Background: an optimization exercise with open tools, aiming at small area. Do not read the settings as production practice.
No functional check of the RTL was part of any run shown here.

## flow/design.v (module list and top-level ports; edited modules follow where they fit)
// module quant_mac_top: 35 lines
// module mac_ve5_1intmode: 1280 lines
// module c_a21oi: 5 lines
// module c_a222oi: 5 lines
// module c_a22oi: 5 lines
// module c_and2: 5 lines
// module c_andn: 5 lines
// module c_fa: 6 lines
// module c_ha: 6 lines
// module c_inv: 5 lines
// module c_mux2: 5 lines
// module c_mux2i: 5 lines
// module c_nand2: 5 lines
// module c_nor2: 5 lines
// module c_o21ai: 5 lines
// module c_or2: 5 lines
// module c_orn: 5 lines
// module c_xnor2: 5 lines
// module c_xor2: 5 lines
module quant_mac_top (
    input  wire         clk,
    input  wire         mode,
    input  wire [15:0]  value,
    input  wire [15:0]  weight,
    input  wire [27:0]  ints,
    input  wire [17:0]  fps,
    output reg  [27:0]  intr,
    output reg  [17:0]  fpr
);
  // ...
==> flow/flow/run.sh <==
#!/bin/bash
# Standard ORFS layout with area-oriented settings:
#  - before placement, combinational cells are set to their smallest size
#    (flow/pre_gpl.tcl); the resizer upsizes where timing needs it
#  - port buffers use the smallest buffer (buf_1) instead of the resizer's pick
#  - CTS with clkbuf_8 and no dummy loads
# make's full output goes to flow.log in this folder; ORFS keeps per-step logs
# under orfs/logs/.
set -euo pipefail
HERE=$(pwd)
bash standard.sh \
  PRE_GLOBAL_PLACE_TCL="$HERE/flow/pre_gpl.tcl" \
  BUFFER_PORTS_ARGS="-buffer_cell sky130_fd_sc_hd__buf_1" \
  CTS_ARGS="-sink_clustering_enable -repair_clock_nets -dont_use_dummy_load -buf_list sky130_fd_sc_hd__clkbuf_8 -sink_clustering_size 20" \
  finish > flow.log 2>&1
==> flow/flow/pre_gpl.tcl <==
# Before global placement: set every combinational cell to its smallest
# drive strength (synthesis maps the one-gate modules in isolation and
# often picks larger sizes); the resizer upsizes where timing needs it.
set n 0
foreach inst [get_cells *] {
  set ref [get_property $inst ref_name]
  if {[regexp {^(sky130_fd_sc_hd__[a-z0-9]+)_([0-9]+)$} $ref -> base size]} {
    if {$size <= 1} { continue }
    if {[regexp {dfxtp|dfrtp|clkbuf|clkinv|conb|tap|fill|decap|dlygate|clkdly} $base]} { continue }
    set target "${base}_1"
    if {[llength [get_lib_cells -quiet */$target]] == 0} { continue }
    replace_cell [get_property $inst full_name] $target
    incr n
  }
}
puts "pre_gpl.tcl: downsized $n cells"
==> flow/standard.sh <==
#!/bin/bash
# synth_recipe.tcl (not shown) runs the flow's synth.tcl, then flattens the netlist and writes it again
# the make line also repeats each setting of config.mk as NAME=value (left out here)
make -C /OpenROAD-flow-scripts/flow DESIGN_CONFIG=/design/flow/config.mk WORK_HOME=/design/flow/orfs CLKGATE_MAP_FILE= SYNTH_SCRIPT=/design/flow/synth_recipe.tcl "${@:-finish}"
==> flow/config.mk <==
export PLATFORM = sky130hd
export DESIGN_NAME = quant_mac_top
export DESIGN_NICKNAME = quant_mac_top
export VERILOG_FILES = /design/flow/design.v
export SDC_FILE = /design/flow/constraint.sdc
export NUM_CORES = 4
export LEC_CHECK = 0
export CAP_MARGIN = 20
export CORE_MARGIN = 2
export CORE_UTILIZATION = 40
export SLEW_MARGIN = 20
export SYNTH_HIERARCHICAL = 1
export SYNTH_MINIMUM_KEEP_SIZE = 0
==> flow/constraint.sdc <==
create_clock -name core_clock -period 11.5 [get_ports {clk}]
set_input_delay 2.3000 -clock core_clock [delete_from_list [all_inputs] [get_ports {clk}]]
set_output_delay 2.3000 -clock core_clock [all_outputs]
set_load 0.01 [all_outputs]
==> results.sh, run 1 <==
export IMPL_nets=1392
export IMPL_rrSetupSlack_ns=0.50
export IMPL_drv_slew=0
export IMPL_multi_input_area_share_pct=60.4
export IMPL_n_clock_buffer=17
export IMPL_synth_area_mux_share_pct=8.04
export IMPL_cts_tree="yes"
export IMPL_seq_share_pct=21.8
export IMPL_synth_top_area_share_pct=25.1
export IMPL_ys_top_cells_by_area="dfxtp_1 25%, fa_1 25%, mux2i_1 6.7%, xor2_1 6.1%, nand2_1 5.9%"
export IMPL_row_count=57
export IMPL_outcome="timing/DRC/antenna clean"
export IMPL_bufAreaShareNonClock_pct=11.3
export IMPL_cp_buffers_inverters=9
export IMPL_period_minus_slack_ns=11.00
export IMPL_synth_most_common_cell="nand2_1"
export IMPL_root_buffer="clkbuf_8"
export IMPL_yosysSeqAreaShare_pct=25.1
export IMPL_diodes=0
export IMPL_r2r_cells=52
export IMPL_cts_resized=1
export IMPL_cts_inserted_buffers=17
export IMPL_synth_top_family_by_area="adder cells"
export IMPL_multi_input_area_um2=7040
export IMPL_fin_crit_sh_pct=95.7
export IMPL_antenna_found_initial=0
export IMPL_seq_area_um2=2540
export IMPL_vias=7700
export IMPL_cp_max_fo=13
export IMPL_busiest_layer="met2"
export IMPL_synthAdderAreaFrac_pct=26.1
export IMPL_hpwl_mm=18.6
export IMPL_cts_htree_levels=4
export IMPL_r2r_start="mode_q"
export IMPL_cp_slowest_cell="fa_1"
==> inputs of run 2 (changes only) <==
--- a/flow/config.mk
+++ b/flow/config.mk
@@ -5,9 +5,9 @@
 export SDC_FILE = /design/flow/constraint.sdc
 export NUM_CORES = 4
 export LEC_CHECK = 0
-export CAP_MARGIN = 20
+export CAP_MARGIN = 5
 export CORE_MARGIN = 2
 export CORE_UTILIZATION = 40
-export SLEW_MARGIN = 20
+export SLEW_MARGIN = 5
 export SYNTH_HIERARCHICAL = 1
 export SYNTH_MINIMUM_KEEP_SIZE = 0
==> run 2 against run 1 <==
  * Core utilization is essentially flat
  * Sequential share of layout area about the same
  * Wire length fell by 0.53%
  * Register-to-register slack hardly changed
  * Global-route usage is the same
  * Synthesized cell count is the same
  * Largest cell class unchanged
==> results.sh, run 2 <==
export IMPL_top_regs="intr: 28 flops, ints_q: 28 flops"
export IMPL_grt_pass1_wl_mm=38.7
export IMPL_fin_skew_ns=0.0355
export IMPL_synth_commonest_cells="157 x nand2_1, 125 x dfxtp_1, 124 x fa_1"
export IMPL_hp_start="ints_q[0]"
export IMPL_netlist_instances=956
export IMPL_grt_max_degree=27
export IMPL_setup_viol=0
export IMPL_fin_util_pct=47.8
export IMPL_synthArstFlopShare_pct=0
export IMPL_period_minus_slack_ns=11.01
export IMPL_drive_above_1_share_pct=17.0
export IMPL_grt_overflow_total=0
export IMPL_required_ns=11.80
export IMPL_cts_num_sinks=125
export IMPL_row_count=57
export IMPL_drv_cap=0
export IMPL_cp_max_fo=12
export IMPL_cts_htree_levels=4
export IMPL_final_hold_viol_count=0
export IMPL_cts_tree="yes"
export IMPL_root_buffer="clkbuf_8"
export IMPL_yosysTopAreaCell="dfxtp_1"
export IMPL_r2r_cells=51
export IMPL_dr_first_iter_drc_count=603
export IMPL_synth_edff_count=0
export IMPL_cp_slowest_cell="a222oi_1"
export IMPL_crit_type="flop to flop"
export IMPL_initial_core_util_pct=40.9
export IMPL_synth_top_area_share_pct=25.1
export IMPL_ys_top_cells_by_area="dfxtp_1 25%, fa_1 25%, mux2i_1 6.7%, xor2_1 6.1%, nand2_1 5.9%"
export IMPL_max_stage_delay_ns=0.60
export IMPL_track_usage_pct=18.7
export IMPL_ant_nets=0
export IMPL_fin_crit_sh_pct=95.7
export IMPL_cts_buffer_depth=2
export IMPL_grt_pass1_vias=7820
export IMPL_outcome="timing/DRC/antenna clean"
export IMPL_syn_to_final_growth_pct=16.7
export IMPL_fp_dieW_um=162
export IMPL_chipHeight_um=162
export IMPL_finalSetupTns_ns=0
export IMPL_globalplace_congestion=0.953
export IMPL_diodes=0
export IMPL_drc=0
export IMPL_drv_slew=0
export IMPL_postSynthAreaPerCell_um2=10.4
export IMPL_vias=7698
export IMPL_io_buffers=125
export IMPL_antenna_found_initial=0
export IMPL_layout_common_cells="158 x nand2_1, 125 x buf_1, 124 x fa_1"
export IMPL_worstSetupStartpointType="flop"
export IMPL_worstMarginPinSlew_ns=1.14
export IMPL_max_slew_margin_rel_pct=23.8
export IMPL_core_area_um2=24400
export IMPL_ys_warn_count=8
export IMPL_end_kind="flop"
export IMPL_nets=1393
export IMPL_crit_start="mode_q"
export IMPL_yosys_most_used_dff="dfxtp_1"
export IMPL_synth_most_common_cell="nand2_1"
export IMPL_totalWireLength_mm=23.8
export IMPL_syn_nets=1170
export IMPL_syn_cell_area_um2=9980
export IMPL_clk_latency_ns=0.45
export IMPL_cts_inserted_buffers=17
export IMPL_hpwl_mm=18.6
export IMPL_fmaxAchievable_ghz=0.0909
export IMPL_clk_pin_slew_ns=0.07
export IMPL_ys_seq_elements=125
export IMPL_drt_wirelength_per_cell_um=15.9
export IMPL_io_pins=126
export IMPL_hp_class="flop to flop"
export IMPL_yosysSeqAreaShare_pct=25.1
export IMPL_die_area_um2=26200
export IMPL_r2r_start="mode_q"
export IMPL_ys_types=64
export IMPL_cpMostUsedCell="a21oi_2"
export IMPL_final_common_cell="nand2_1"
export IMPL_whs_path_depth=1
export IMPL_worstPathArrival_ns=11.31
export IMPL_vias_per_cell=5.13
export IMPL_drt_pass1_iter_count=8
run 2: cell count changes in the layout (fill, tap and decap cells not counted), sizes merged:
cell / delta
buf: +1
run 2: kinds of logic after synthesis:
family	synth area share, %
and+or+nand+nor	15.4
buffers and inverters	3.55
muxes	8.04
DFF	25.1
xor gates and xnor gates	10.4
adders and majority gates	26.1
AOI/OAI and AO/OA	11.4
run 2: timing repair:
action | in CTS | in global routing
resized for setup | 1 | 75
pin swaps | 0 | 11
cloned | 0 | 1
setup endpoints to repair | 4 | 17
buffers inserted | 0 | 8
hold buffers | 0 | 0
run 2: path summary, 6_finish.rpt:
check	end	slack (ns)
max	fpr[7]	0.49
min	intr[0]	0.46
max reg2reg	fpr[7]	0.49
min reg2reg	intr[0]	0.46
run 2: per-layer routing:
layer	routed length, um	vias to the layer above	track usage (%)
met3	1370	33	3.35
met4	440	0	5.43
met2	11200	276	30.2
met5	0	-	0
li1	-	3673	-
met1	10800	3716	25.8
run 2: critical path, delay by kind of cell (launching register included):
kind                       cells  cell delay (ns)
buffers and inverters          8             1.35
AOI/OAI and AO/OA             27             4.25
muxes                          4             0.82
and+or+nand+nor                4             1.27
adders and majority gates      4             2.01
xor gates and xnor gates       4             0.76
DFF                            1             0.39
run 2: final cells by class:
class	instances	area, um^2
repair buffers	239	1330
fillers	2404	12700
multi-input cells	766	7030
well taps	324	405
clock buffers	17	234
inverters	30	116
flip-flops and latches	125	2540
run 2: metrics by stage:
| stage | worst slack, ns | cells | cell area (um^2) | hold slack [ns] |
|---|---|---|---|---|
| floorplan | 0.0838 | 956 | 9980 | 0.409 |
| global placement | 0.140 | 1475 | 11100 | 0.415 |
| detailed placement | 0.0234 | 1475 | 11100 | 0.424 |
| CTS | 0.0762 | 1492 | 11300 | 0.463 |
| global route | -0.117 | 1501 | 11600 | 0.480 |
| finish | 0.495 | 1501 | 11600 | 0.457 |
run 2: Yosys stat by module, one instance, submodules excluded, excerpt:
module | flops+latches | area [um^2] | copies in the design
mac_ve5_1intmode | 0 | 1620 | 1
c_a21oi | 0 | 8.76 | 20
c_inv | 0 | 3.75 | 19
c_nand2 | 0 | 3.75 | 138
c_xnor2 | 0 | 8.76 | 39
c_orn | 0 | 6.26 | 4
c_nor2 | 0 | 3.75 | 16
c_or2 | 0 | 6.26 | 30
c_xor2 | 0 | 8.76 | 63
c_ha | 0 | 12.5 | 8
quant_mac_top | 125 | 2500 | 1
c_o21ai | 0 | 5.00 | 21
==> inputs of run 3 (changes only) <==
==> flow/flow/run.sh (replaced) <==
#!/bin/bash
# Standard ORFS layout with area-oriented settings:
#  - placement not timing-driven (no speculative resizer buffering)
#  - before placement, synthesis buffers removed and combinational cells are set to their smallest size
#    (flow/pre_gpl.tcl); the resizer upsizes where timing needs it
#  - port buffers use the smallest buffer (buf_1) instead of the resizer's pick
#  - CTS with clkbuf_8 and no dummy loads
# make's full output goes to flow.log in this folder; ORFS keeps per-step logs
# under orfs/logs/.
set -euo pipefail
HERE=$(pwd)
bash standard.sh \
  PRE_GLOBAL_PLACE_TCL="$HERE/flow/pre_gpl.tcl" \
  GPL_TIMING_DRIVEN=0 \
  BUFFER_PORTS_ARGS="-buffer_cell sky130_fd_sc_hd__buf_1" \
  CTS_ARGS="-sink_clustering_enable -repair_clock_nets -dont_use_dummy_load -buf_list sky130_fd_sc_hd__clkbuf_8 -sink_clustering_size 20" \
  finish > flow.log 2>&1
--- a/flow/flow/pre_gpl.tcl
+++ b/flow/flow/pre_gpl.tcl
@@ -1,6 +1,8 @@
-# Before global placement: set every combinational cell to its smallest
+# Before global placement: remove the buffers synthesis left (the standard
+# flow does this only in timing-driven placement mode), then set every combinational cell to its smallest
 # drive strength (synthesis maps the one-gate modules in isolation and
 # often picks larger sizes); the resizer upsizes where timing needs it.
+remove_buffers
 set n 0
 foreach inst [get_cells *] {
   set ref [get_property $inst ref_name]
--- a/flow/config.mk
+++ b/flow/config.mk
@@ -5,9 +5,9 @@
 export SDC_FILE = /design/flow/constraint.sdc
 export NUM_CORES = 4
 export LEC_CHECK = 0
-export CAP_MARGIN = 5
+export CAP_MARGIN = 20
 export CORE_MARGIN = 2
 export CORE_UTILIZATION = 40
-export SLEW_MARGIN = 5
+export SLEW_MARGIN = 20
 export SYNTH_HIERARCHICAL = 1
 export SYNTH_MINIMUM_KEEP_SIZE = 0
==> run 3 against run 2 <==
  * Final cell count fell by 2.7%
  * Design area is 0.29% lower
  * Largest cell class unchanged
  * Worst setup slack got worse by 0.098 ns
==> results.sh, run 3 <==
export IMPL_outcome="timing/DRC/antenna clean"
export IMPL_globalplace_congestion=0.871
export IMPL_ys_top_cells_by_area="dfxtp_1 25%, fa_1 25%, mux2i_1 6.7%, xor2_1 6.1%, nand2_1 5.9%"
export IMPL_finalSetupTns_ns=0
export IMPL_drt_pass1_iter_count=5
export IMPL_final_common_cell="nand2_1"
export IMPL_initial_core_util_pct=40.9
export IMPL_vias=7617
export IMPL_required_ns=11.80
export IMPL_ant_nets=0
export IMPL_chipHeight_um=162
export IMPL_cts_hold_fix_buffers=0
export IMPL_end_kind="flop"
export IMPL_clk_latency_ns=0.44
export IMPL_hpwl_mm=16.8
export IMPL_ys_warn_count=8
export IMPL_setup_viol=0
export IMPL_io_buffers=125
export IMPL_grt_pass1_wl_mm=38.0
export IMPL_crit_type="flop to flop"
export IMPL_worstPathArrival_ns=11.41
export IMPL_netlist_instances=956
export IMPL_fmaxAchievable_ghz=0.0901
export IMPL_io_pins=126
export IMPL_period_minus_slack_ns=11.10
export IMPL_synth_most_common_cell="nand2_1"
export IMPL_syn_nets=1170
export IMPL_grt_pass1_vias=7720
export IMPL_worstSetupStartpointType="flop"
export IMPL_cts_inserted_buffers=17
export IMPL_grt_max_degree=20
export IMPL_cts_tree="yes"
export IMPL_core_area_um2=24400
export IMPL_cp_buffers_inverters=5
export IMPL_ys_types=64
export IMPL_totalWireLength_mm=23.8
export IMPL_yosysSeqAreaShare_pct=25.1
export IMPL_cp_max_fo=7
export IMPL_drt_wirelength_per_cell_um=16.3
export IMPL_diodes=0
export IMPL_nets=1353
export IMPL_hp_class="flop to flop"
export IMPL_final_hold_viol_count=0
export IMPL_worstMarginPinSlew_ns=0.960
export IMPL_vias_per_cell=5.21
export IMPL_max_stage_delay_ns=0.52
export IMPL_die_area_um2=26200
export IMPL_ys_seq_elements=125
export IMPL_synth_top_area_share_pct=25.1
export IMPL_cts_num_sinks=125
export IMPL_grt_overflow_total=0
export IMPL_yosys_most_used_dff="dfxtp_1"
export IMPL_syn_cell_area_um2=9980
export IMPL_drv_cap=0
export IMPL_cts_htree_levels=4
export IMPL_yosysTopAreaCell="dfxtp_1"
export IMPL_syn_to_final_growth_pct=16.4
export IMPL_antenna_found_initial=0
export IMPL_postSynthAreaPerCell_um2=10.4
export IMPL_drc=0
export IMPL_track_usage_pct=18.3
export IMPL_cts_buffer_depth=2
export IMPL_clk_pin_slew_ns=0.07
export IMPL_root_buffer="clkbuf_8"
export IMPL_drv_slew=0
export IMPL_cpMostUsedCell="a21oi_2"
export IMPL_dr_first_iter_drc_count=515
export IMPL_cp_slowest_cell="fa_1"
export IMPL_fin_crit_sh_pct=96.6
export IMPL_fin_skew_ns=0.0226
export IMPL_cp_top_family="compound AO/OA/AOI/OAI gates"
export IMPL_synthArstFlopShare_pct=0
export IMPL_synth_edff_count=0
export IMPL_top_regs="intr: 28 flops, ints_q: 28 flops"
export IMPL_synth_commonest_cells="157 x nand2_1, 125 x dfxtp_1, 124 x fa_1"
export IMPL_drive_above_1_share_pct=16.8
export IMPL_fp_dieW_um=162
export IMPL_layout_common_cells="155 x nand2_1, 125 x buf_1, 123 x fa_1"
export IMPL_row_count=57
export IMPL_max_slew_margin_rel_pct=35.8
-- run 3: changes by cell type in the layout (fill, tap and decap cells not counted), sizes merged --
| cell | delta |
|---|---|
| and2 | +1 |
| buf | -42 |
| mux2 | +1 |
-- run 3: logic make-up (layout without fill, tap and decap cells) --
| group | after synthesis | count (layout) | share of synthesized area [%] |
|---|---|---|---|
| xor+xnor | 118 | 118 | 10.4 |
| buf+inv | 65 | 244 | 3.55 |
| flops | 125 | 125 | 25.1 |
| fa+ha+maj | 134 | 134 | 26.1 |
| simple gates | 310 | 311 | 15.4 |
| mux | 76 | 77 | 8.04 |
| compound gates | 128 | 128 | 11.4 |
-- run 3: metrics by stage --
| stage | util (%) | setup WS (ns) | cell area [um^2] | hold WS, ns | cells |
|---|---|---|---|---|---|
| after CTS | 45.0 | 0.000262 | 11000 | 0.435 | 1414 |
| after floorplan | - | 0.0838 | 9980 | 0.409 | 956 |
| after global routing | 47.6 | -0.123 | 11600 | 0.444 | 1461 |
| after global placement | 42.1 | -5.37 | 10300 | 0.415 | 1370 |
| final | 47.6 | 0.397 | 11600 | 0.433 | 1461 |
| after detailed placement | 42.5 | -2.52 | 10400 | 0.421 | 1377 |
-- run 3: worst paths after layout --
path / start / end / slack, ns / cells after the start
max: mode_q / fpr[7] / 0.40 / 52
min: ints_q[27] / intr[27] / 0.43 / 1
max reg2reg: mode_q / fpr[7] / 0.40 / 52
min reg2reg: ints_q[27] / intr[27] / 0.43 / 1
-- run 3: Yosys stat by module, one instance, submodules excluded, excerpt --
module | flip-flops and latches | cell area, um^2 | copies in the design
quant_mac_top | 125 | 2500 | 1
c_xor2 | 0 | 8.76 | 63
c_mux2i | 0 | 10.0 | 47
c_or2 | 0 | 6.26 | 30
c_and2 | 0 | 6.26 | 10
c_orn | 0 | 6.26 | 4
c_mux2 | 0 | 15.0 | 3
-- run 3: routing by layer --
layer	wire length (um)	global-route usage, %
met5	0	0
met4	429	6.23
met3	1290	3.22
met2	11700	30.9
met1	10400	23.8
-- run 3: timing repair --
action                     in CTS  in global routing
pin swaps                       9                 53
resized for setup              77                 59
buffers inserted               20                 45
gates cloned                    0                  2
setup endpoints to repair      17                 17
-- run 3: worst reg2reg max path, delay by kind of cell, from the launching register on --
family                   cells  cell delay (ns)
multiplexers                 6             1.28
adder cells (fa/ha/maj)      5             2.31
AND/OR/NAND/NOR              5             0.99
XOR/XNOR                     3             0.41
buffers and inverters        5             0.76
flip-flops                   1             0.34
AO/OA/AOI/OAI               28             4.87
-- run 3: cell type report --
| cell class | count | area [um^2] |
|---|---|---|
| Tap cell | 324 | 405 |
| Timing Repair Buffer | 197 | 1070 |
| Clock buffer | 17 | 234 |
| Fill cell | 2350 | 12800 |
| Multi-Input combinational cell | 768 | 7220 |
| Inverter | 30 | 119 |
| Sequential cell | 125 | 2560 |

-- what the ideal ports hide --
Ports are ideal in the flow. The routed layouts listed here were re-timed in OpenROAD.
Step 1 sets driving cells, clkbuf_16 on the clock port and buf_2 on the other inputs (assumed; they add their load-dependent delay and slew).
Step 2 moves the port delays by t, midway between the first and last clock arrival at a register: inputs arrive t later, outputs are due t later. That takes back most of the time a late clock gives input paths.
Three values: ideal ports, drivers, drivers and shift; two values: the first two.
run | t (ns) | slack for setup (ns) | worst hold slack (ns) | cell pins on the clock port's net
run 1 | 0.474 | 0.495 / 0.495 / 0.495 | 0.457 / 0.457 / 0.457 | 1
run 2 | 0.474 | 0.495 / 0.495 / 0.495 | 0.457 / 0.457 / 0.457 | 1
run 3 | 0.477 | 0.397 / 0.397 / 0.397 | 0.433 / 0.433 / 0.433 | 1
After both steps setup and hold are still met in every run listed.
